Source: an optimization exercise on an open RTL-to-GDS flow (aim: a short achievable clock period and few clock cycles). Production flows keep margins and buffers that such runs may drop. At most, simulation tests tie the RTL to the original design; equivalence was not proved. No activity file was given, so power comes from the tool's default toggle rates.

==> 07-28 <==
==> flow/design.v <==
module pipline(
    input clk,
    input reset,
    output [31:0] imem_addr,
    input  [31:0] imem_data,
    output [31:0] dmem_addr,
    output [31:0] dmem_wdata,
    output        dmem_we,
    input  [31:0] dmem_rdata
);
    reg  [31:0] pc;
    reg         d_valid;
    reg  [31:0] d_ir;
    reg  [31:0] d_pc;
    reg         second;           
    reg         d_fhit;           
    reg         d_fp;             
    reg  [31:0] d_fpc;            
    reg         e_valid;
    reg  [31:0] e_a, e_b, e_bop, e_pc4, e_target, e_alt;
    reg         e_op_or, e_op_add, e_op_sub, e_op_cmp, e_op_link;
    reg         e_regwr, e_load, e_store;
    reg  [3:0]  e_dst;
    reg         e_bz, e_bgz, e_blz, e_jr, e_j;
    reg         e_pred_taken;     
    reg         e_ras_ok;         
    reg  [31:0] e_ras_pc;
    reg  [9:0]  e_pcidx;          
    reg         m_regwr, m_load, m_we;
    reg  [3:0]  m_dst;
    reg  [31:0] m_res, m_wdata;
    reg         w_regwr;
    reg  [3:0]  w_dst;
    reg  [31:0] w_data;
    reg  [31:0] rf [1:14];
    assign imem_addr  = pc;
    assign dmem_addr  = m_res;
    assign dmem_wdata = m_wdata;
    assign dmem_we    = m_we;
    wire [5:0]  op  = d_ir[31:26];
    wire [3:0]  rd  = d_ir[25:22];
    wire [3:0]  rs  = d_ir[21:18];
    wire [3:0]  rt  = d_ir[17:14];
    wire [13:0] imm = d_ir[13:0];
    wire op_or   = op == 6'd0;
    wire op_add  = op == 6'd1;
    wire op_sub  = op == 6'd2;
    wire op_cmp  = op == 6'd3;
    wire op_ori  = op == 6'd4;
    wire op_addi = op == 6'd5;
    wire op_lw   = op == 6'd6;
    wire op_sw   = op == 6'd7;
    wire op_ldw  = op == 6'd8 && !rd[0];
    wire op_sdw  = op == 6'd9 && !rd[0];
    wire br_far  = imm != 14'd1;
    wire op_bz   = op == 6'd10 && br_far;
    wire op_bgz  = op == 6'd11 && br_far;
    wire op_blz  = op == 6'd12 && br_far;
    wire op_jr   = op == 6'd13;
    wire op_j    = op == 6'd14;
    wire op_cll  = op == 6'd15;
    wire is_rtype = op_or | op_add | op_sub | op_cmp;
    wire is_cond  = op_bz | op_bgz | op_blz;
    wire is_dw    = op_ldw | op_sdw;
    wire is_ctrl  = is_cond | op_jr | op_j | op_cll;
    wire use_a = is_rtype | op_ori | op_addi | op_lw | op_sw | op_ldw | op_sdw | is_cond | op_jr;
    wire use_b = is_rtype | op_sw | op_sdw | is_cond;
    wire [3:0] rb = (op_sw | op_sdw) ? {rd[3:1], rd[0] | second} : rt;
    wire       regwr = is_rtype | op_ori | op_addi | op_lw | op_ldw | op_cll;
    wire [3:0] dst   = op_cll ? 4'd14 : {rd[3:1], rd[0] | (op_ldw & second)};
    wire [31:0] sext  = {{18{imm[13]}}, imm};
    wire [31:0] imm_x = op_ori ? {18'd0, imm} : (second ? sext + 32'd1 : sext);
    wire [31:0] d_pc4    = d_pc + 32'd4;
    wire [31:0] d_target = d_pc + {sext[29:0], 2'b00};
    wire [31:0] e_result;
    wire [31:0] m_value = m_load ? dmem_rdata : m_res;
    wire a_e = e_valid && e_regwr && e_dst == rs;
    wire a_m = m_regwr && m_dst == rs;
    wire a_w = w_regwr && w_dst == rs;
    wire b_e = e_valid && e_regwr && e_dst == rb;
    wire b_m = m_regwr && m_dst == rb;
    wire b_w = w_regwr && w_dst == rb;
    wire [31:0] rf_a = (rs == 4'd0 || rs == 4'd15) ? 32'd0 : rf[rs];
    wire [31:0] rf_b = (rb == 4'd0 || rb == 4'd15) ? 32'd0 : rf[rb];
    wire a_z = rs == 4'd0;
    wire b_z = rb == 4'd0;
    wire [31:0] opa = a_z ? 32'd0 : a_e ? e_result : a_m ? m_value : a_w ? w_data : rf_a;
    wire [31:0] opb = b_z ? 32'd0 : b_e ? e_result : b_m ? m_value : b_w ? w_data : rf_b;
    wire load_use = e_valid && e_load && (
                        (use_a && !a_z && rs == e_dst) ||
                        (use_b && !b_z && rb == e_dst));
    reg  [31:0] ras [0:3];
    reg  [1:0]  ras_sp;           
    reg  [2:0]  ras_cnt;
    wire [31:0] ras_top = ras[ras_sp];
    wire        e_mis;
    wire [31:0] e_redirect;
    wire dw_first = is_dw && !second;
    wire d_stall  = d_valid && (load_use || dw_first);
    wire d_go     = d_valid && !load_use;
    wire pred_cond  = is_cond && (d_fhit ? d_fp : imm[13]);
    wire ras_hit    = op_jr && !d_fp && ras_cnt != 3'd0;
    wire need_tgt   = ((op_j || op_cll) && !d_fp) || (is_cond && !d_fhit && imm[13]);
    wire d_redirect = d_go && !dw_first && (need_tgt || ras_hit || (!is_ctrl && d_fp));
    wire [31:0] d_redirect_pc = ras_hit ? ras_top : is_ctrl ? d_target : d_pc4;
    reg  [15:0] btb_v;
    reg  [5:0]  btb_tag [0:15];
    reg  [29:0] btb_tgt [0:15];
    reg         btb_tk  [0:15];
    reg         btb_jr  [0:15];
    wire [3:0]  f_idx  = pc[5:2];
    wire        f_hit  = btb_v[f_idx] && btb_tag[f_idx] == pc[11:6] && pc[31:12] == 20'd0;
    wire        f_jr   = btb_jr[f_idx];
    wire        f_pred = f_hit && btb_tk[f_idx] && (!f_jr || ras_cnt != 3'd0);
    wire [31:0] f_pc   = f_jr ? ras_top : {btb_tgt[f_idx], 2'b00};
    wire        e_btb_we = e_valid && (e_bz || e_bgz || e_blz || e_jr || e_j);
    wire        e_taken;
    always @(posedge clk or posedge reset) begin
        if (reset)
            btb_v <= 16'd0;
        else if (e_btb_we)
            btb_v[e_pcidx[3:0]] <= 1'b1;
    end
    always @(posedge clk) begin
        if (e_btb_we) begin
            btb_tag[e_pcidx[3:0]] <= e_pcidx[9:4];
            btb_tgt[e_pcidx[3:0]] <= e_target[31:2];
            btb_tk[e_pcidx[3:0]]  <= e_taken;
            btb_jr[e_pcidx[3:0]]  <= e_jr;
        end
    end
    wire [31:0] f_next = d_stall ? pc : d_redirect ? d_redirect_pc : f_pred ? f_pc : pc + 32'd4;
    always @(posedge clk or posedge reset) begin
        if (reset) begin
            pc      <= 32'd0;
            d_valid <= 1'b0;
        end else begin
            pc      <= e_mis ? e_redirect : f_next;
            d_valid <= !e_mis && (d_stall ? d_valid : !d_redirect);
        end
    end
    always @(posedge clk or posedge reset) begin
        if (reset) begin
            d_ir    <= 32'd0;
            d_pc    <= 32'd0;
            d_fhit  <= 1'b0;
            d_fp    <= 1'b0;
            d_fpc   <= 32'd0;
        end else if (!d_stall) begin
            d_ir    <= imem_data;
            d_pc    <= pc;
            d_fhit  <= f_hit;
            d_fp    <= f_pred;
            d_fpc   <= f_pc;
        end
    end
    always @(posedge clk or posedge reset) begin
        if (reset)
            second <= 1'b0;
        else if (e_mis)
            second <= 1'b0;
        else if (d_go && is_dw)
            second <= !second;
    end
    always @(posedge clk or posedge reset) begin
        if (reset) begin
            ras_sp  <= 2'd0;
            ras_cnt <= 3'd0;
        end else if (e_valid && e_op_link) begin
            ras_sp  <= ras_sp + 2'd1;
            if (ras_cnt != 3'd4) ras_cnt <= ras_cnt + 3'd1;
        end else if (e_valid && e_jr && ras_cnt != 3'd0) begin
            ras_sp  <= ras_sp - 2'd1;
            ras_cnt <= ras_cnt - 3'd1;
        end
    end
    always @(posedge clk) begin
        if (e_valid && e_op_link)
            ras[ras_sp + 2'd1] <= e_pc4;
    end
    always @(posedge clk or posedge reset) begin
        if (reset)
            e_valid <= 1'b0;
        else
            e_valid <= d_go && !e_mis;
    end
    always @(posedge clk) begin
        e_a       <= opa;
        e_b       <= opb;
        e_bop     <= (is_rtype || is_cond) ? opb : imm_x;
        e_pc4     <= d_pc4;
        e_target  <= d_target;
        e_alt     <= pred_cond ? d_pc4 : d_target;
        e_op_or   <= op_or | op_ori;
        e_op_add  <= op_add | op_addi | op_lw | op_sw | op_ldw | op_sdw;
        e_op_sub  <= op_sub;
        e_op_cmp  <= op_cmp;
        e_op_link <= op_cll;
        e_regwr   <= regwr;
        e_load    <= op_lw | op_ldw;
        e_store   <= op_sw | op_sdw;
        e_dst     <= dst;
        e_bz      <= op_bz;
        e_bgz     <= op_bgz;
        e_blz     <= op_blz;
        e_jr      <= op_jr;
        e_j       <= op_j | op_cll;
        e_pred_taken <= pred_cond;
        e_ras_ok  <= ras_hit || (op_jr && d_fp);
        e_ras_pc  <= d_fp ? d_fpc : ras_top;
        e_pcidx   <= d_pc[11:2];
    end
    wire [31:0] sum  = e_a + e_bop;
    wire [31:0] diff = e_a - e_b;
    wire        eq   = e_a == e_b;
    wire        ltu  = e_a < e_b;
    wire        lts  = $signed(e_a) < $signed(e_b);
    wire        gts  = $signed(e_a) > $signed(e_b);
    wire [31:0] cmpv = eq ? 32'd0 : ltu ? 32'hFFFFFFFF : 32'd1;
    assign e_result = ({32{e_op_or}}   & (e_a | e_bop)) |
                      ({32{e_op_add}}  & sum) |
                      ({32{e_op_sub}}  & diff) |
                      ({32{e_op_cmp}}  & cmpv) |
                      ({32{e_op_link}} & e_pc4);
    wire taken    = (e_bz & eq) | (e_bgz & gts) | (e_blz & lts);
    assign e_taken = taken | e_jr | e_j;
    wire cond_mis = (e_bz | e_bgz | e_blz) & (taken ^ e_pred_taken);
    wire jr_mis   = e_jr & !(e_ras_ok && e_a == e_ras_pc);
    assign e_mis      = e_valid && (cond_mis || jr_mis);
    assign e_redirect = e_jr ? e_a : e_alt;
    always @(posedge clk or posedge reset) begin
        if (reset) begin
            m_regwr <= 1'b0;
            m_load  <= 1'b0;
            m_we    <= 1'b0;
        end else begin
            m_regwr <= e_valid && e_regwr && e_dst != 4'd0 && e_dst != 4'd15;
            m_load  <= e_valid && e_load;
            m_we    <= e_valid && e_store;
        end
    end
    always @(posedge clk) begin
        m_dst   <= e_dst;
        m_res   <= e_result;
        m_wdata <= e_b;
    end
    always @(posedge clk or posedge reset) begin
        if (reset)
            w_regwr <= 1'b0;
        else
            w_regwr <= m_regwr;
    end
    always @(posedge clk) begin
        w_dst  <= m_dst;
        w_data <= m_value;
    end
    always @(posedge clk) begin
        if (w_regwr)
            rf[w_dst] <= w_data;
    end
endmodule
==> flow/flow/run.sh <==
#!/bin/bash
# Standard ORFS layout (the standard.sh) with a larger setup margin for
# timing repair, so the resizer keeps optimising below the design's period.
# The design, constraints and clock period are the design's, unchanged.
set -euo pipefail
MARGIN=$(cat flow/margin.txt)
bash standard.sh SETUP_SLACK_MARGIN=$MARGIN TNS_END_PERCENT=100 finish > flow_make.log 2>&1
==> flow/flow/margin.txt <==
6.2
==> flow/standard.sh <==
#!/bin/bash
# synth_recipe.tcl (not shown) runs the flow's synth.tcl, then flattens the netlist and writes it again
# the make line also repeats each setting of config.mk as NAME=value (left out here)
make -C /OpenROAD-flow-scripts/flow DESIGN_CONFIG=/design/flow/config.mk WORK_HOME=/design/flow/orfs CLKGATE_MAP_FILE= SYNTH_SCRIPT=/design/flow/synth_recipe.tcl "${@:-finish}"
==> flow/config.mk <==
export PLATFORM = sky130hd
export DESIGN_NAME = pipline
export DESIGN_NICKNAME = pipline
export VERILOG_FILES = /design/flow/design.v
export SDC_FILE = /design/flow/constraint.sdc
export NUM_CORES = 4
export LEC_CHECK = 0
export ABC_CLOCK_PERIOD_IN_PS = 2000
export CAP_MARGIN = 20
export CORE_MARGIN = 2
export CORE_UTILIZATION = 40
export PLACE_DENSITY = 0.6
export SETUP_SLACK_MARGIN = 5
export SLEW_MARGIN = 20
export TNS_END_PERCENT = 100
==> flow/constraint.sdc <==
create_clock -name core_clock -period 9.2 [get_ports {clk}]
set_input_delay 1.8400 -clock core_clock [delete_from_list [all_inputs] [get_ports {clk}]]
set_output_delay 1.8400 -clock core_clock [all_outputs]
set_load 0.01 [all_outputs]
==> inputs of 02-22, as changes to 07-28 <==
--- a/flow/design.v
+++ b/flow/design.v
@@ -54,6 +54,5 @@
     wire op_sdw  = op == 6'd9 && !rd[0];
-    wire br_far  = imm != 14'd1;
-    wire op_bz   = op == 6'd10 && br_far;
-    wire op_bgz  = op == 6'd11 && br_far;
-    wire op_blz  = op == 6'd12 && br_far;
+    wire op_bz   = op == 6'd10;
+    wire op_bgz  = op == 6'd11;
+    wire op_blz  = op == 6'd12;
     wire op_jr   = op == 6'd13;
==> flow/run.sh (new file) <==
#!/bin/bash
# synth_recipe.tcl (not shown) runs the flow's synth.tcl, then flattens the netlist and writes it again
# the make line also repeats each setting of config.mk as NAME=value (left out here)
make -C /OpenROAD-flow-scripts/flow DESIGN_CONFIG=/design/flow/config.mk WORK_HOME=/design/flow/orfs CLKGATE_MAP_FILE= SYNTH_SCRIPT=/design/flow/synth_recipe.tcl finish
removed: flow/flow/run.sh
removed: flow/flow/margin.txt
removed: flow/standard.sh
==> comparison table <==
| metric | 02-22 | 07-28 |
|---|---|---|
| Status | finished clean | finished clean |
| Slew margin rel. | 14.1% | 24.7% |
| PwrDens | 285 nW/um^2 | 278 nW/um^2 |
| Total number of vias | 54500 | 57400 |
| Net load switching power | 8.75 mW | 9.31 mW |
| Non-clock inverter total of the final layout | 194 | 189 |
| Critical-path maximum fanout | 44 | 6 |
| Routed length per instance | 29.9 um | 31.0 um |
| Crit path to | e_a[26]$_SDFF_PP0_ | e_bop[3]$_DFF_P_ |
| Total internal power | 16.6 mW | 17.7 mW |
| Clock network power | 7.57 mW | 7.37 mW |
| Cell variety after synth | 103 | 93 |
| Via density per instance | 6.09 | 6.21 |
| Source-to-sink clock delay at the later pin of the worst-skew pair | 870 ps | 850 ps |
| Static power due to leakage | 32.2 nW | 35.8 nW |
| Share of synthesized cell area in full adder, half adder and majority cells | 2.31% | 2.33% |
| Endpoint, Worst Hold | m_wdata[29]$_DFF_P_ | m_wdata[22]$_DFF_P_ |
| Via count of the first global-routing pass | 52100 | 55100 |
| Portion of total power attributed to sequential cells | 42.5% | 39.9% |
| Cell with the most instances on the worst path | buf_4 | buf_6 |
| Post-synthesis compound-gate area fraction | 10.3% | 9.74% |
| GRT Util Overall | 26.6% | 28.1% |
| Area fraction in and, or, nand and nor cells after synthesis | 10.4% | 10.2% |
| Met3 track demand over resource | 4.74% | 5.77% |
| Worst hold path startpoint | e_b[29]$_DFF_P_ | e_b[22]$_DFF_P_ |
| Slowest Stage Delay on Critical Path | 1070 ps | 610 ps |
Testbench counts of 07-28, summed over its fixed seeds: cycles 60,274.
For 02-22, only the layout was checked, not whether the RTL still works.

separate check: timing with driven ports:
No port has a modelled driver above. Below, the same layouts with a new extraction and two added sets of constraints.
Step 1: set_driving_cell puts a clkbuf_16 on clk and a buf_2 on each other input, an assumption about the parent block.
Step 2 also shifts input and output timing later by t, the mid clock arrival at the registers, as if the neighbouring blocks saw the same clock.
Three values: no drivers, after step 1, after step 2; two values: the first two.
| run | shift t [ns] | setup slack, ns | clock arrival spread, ns |
|---|---|---|---|
| 07-28 | 0.924 | 5.498 / 5.498 / 5.330 | 0.030 / 0.029 |
| 02-22 | 0.911 | 5.010 / 4.980 / 5.010 | 0.069 / 0.069 |
After both steps setup and hold are still met in every run listed. The setup slack of 07-28, which loses most, moves by 0.000 ns with the drivers and by -0.168 ns with both steps.
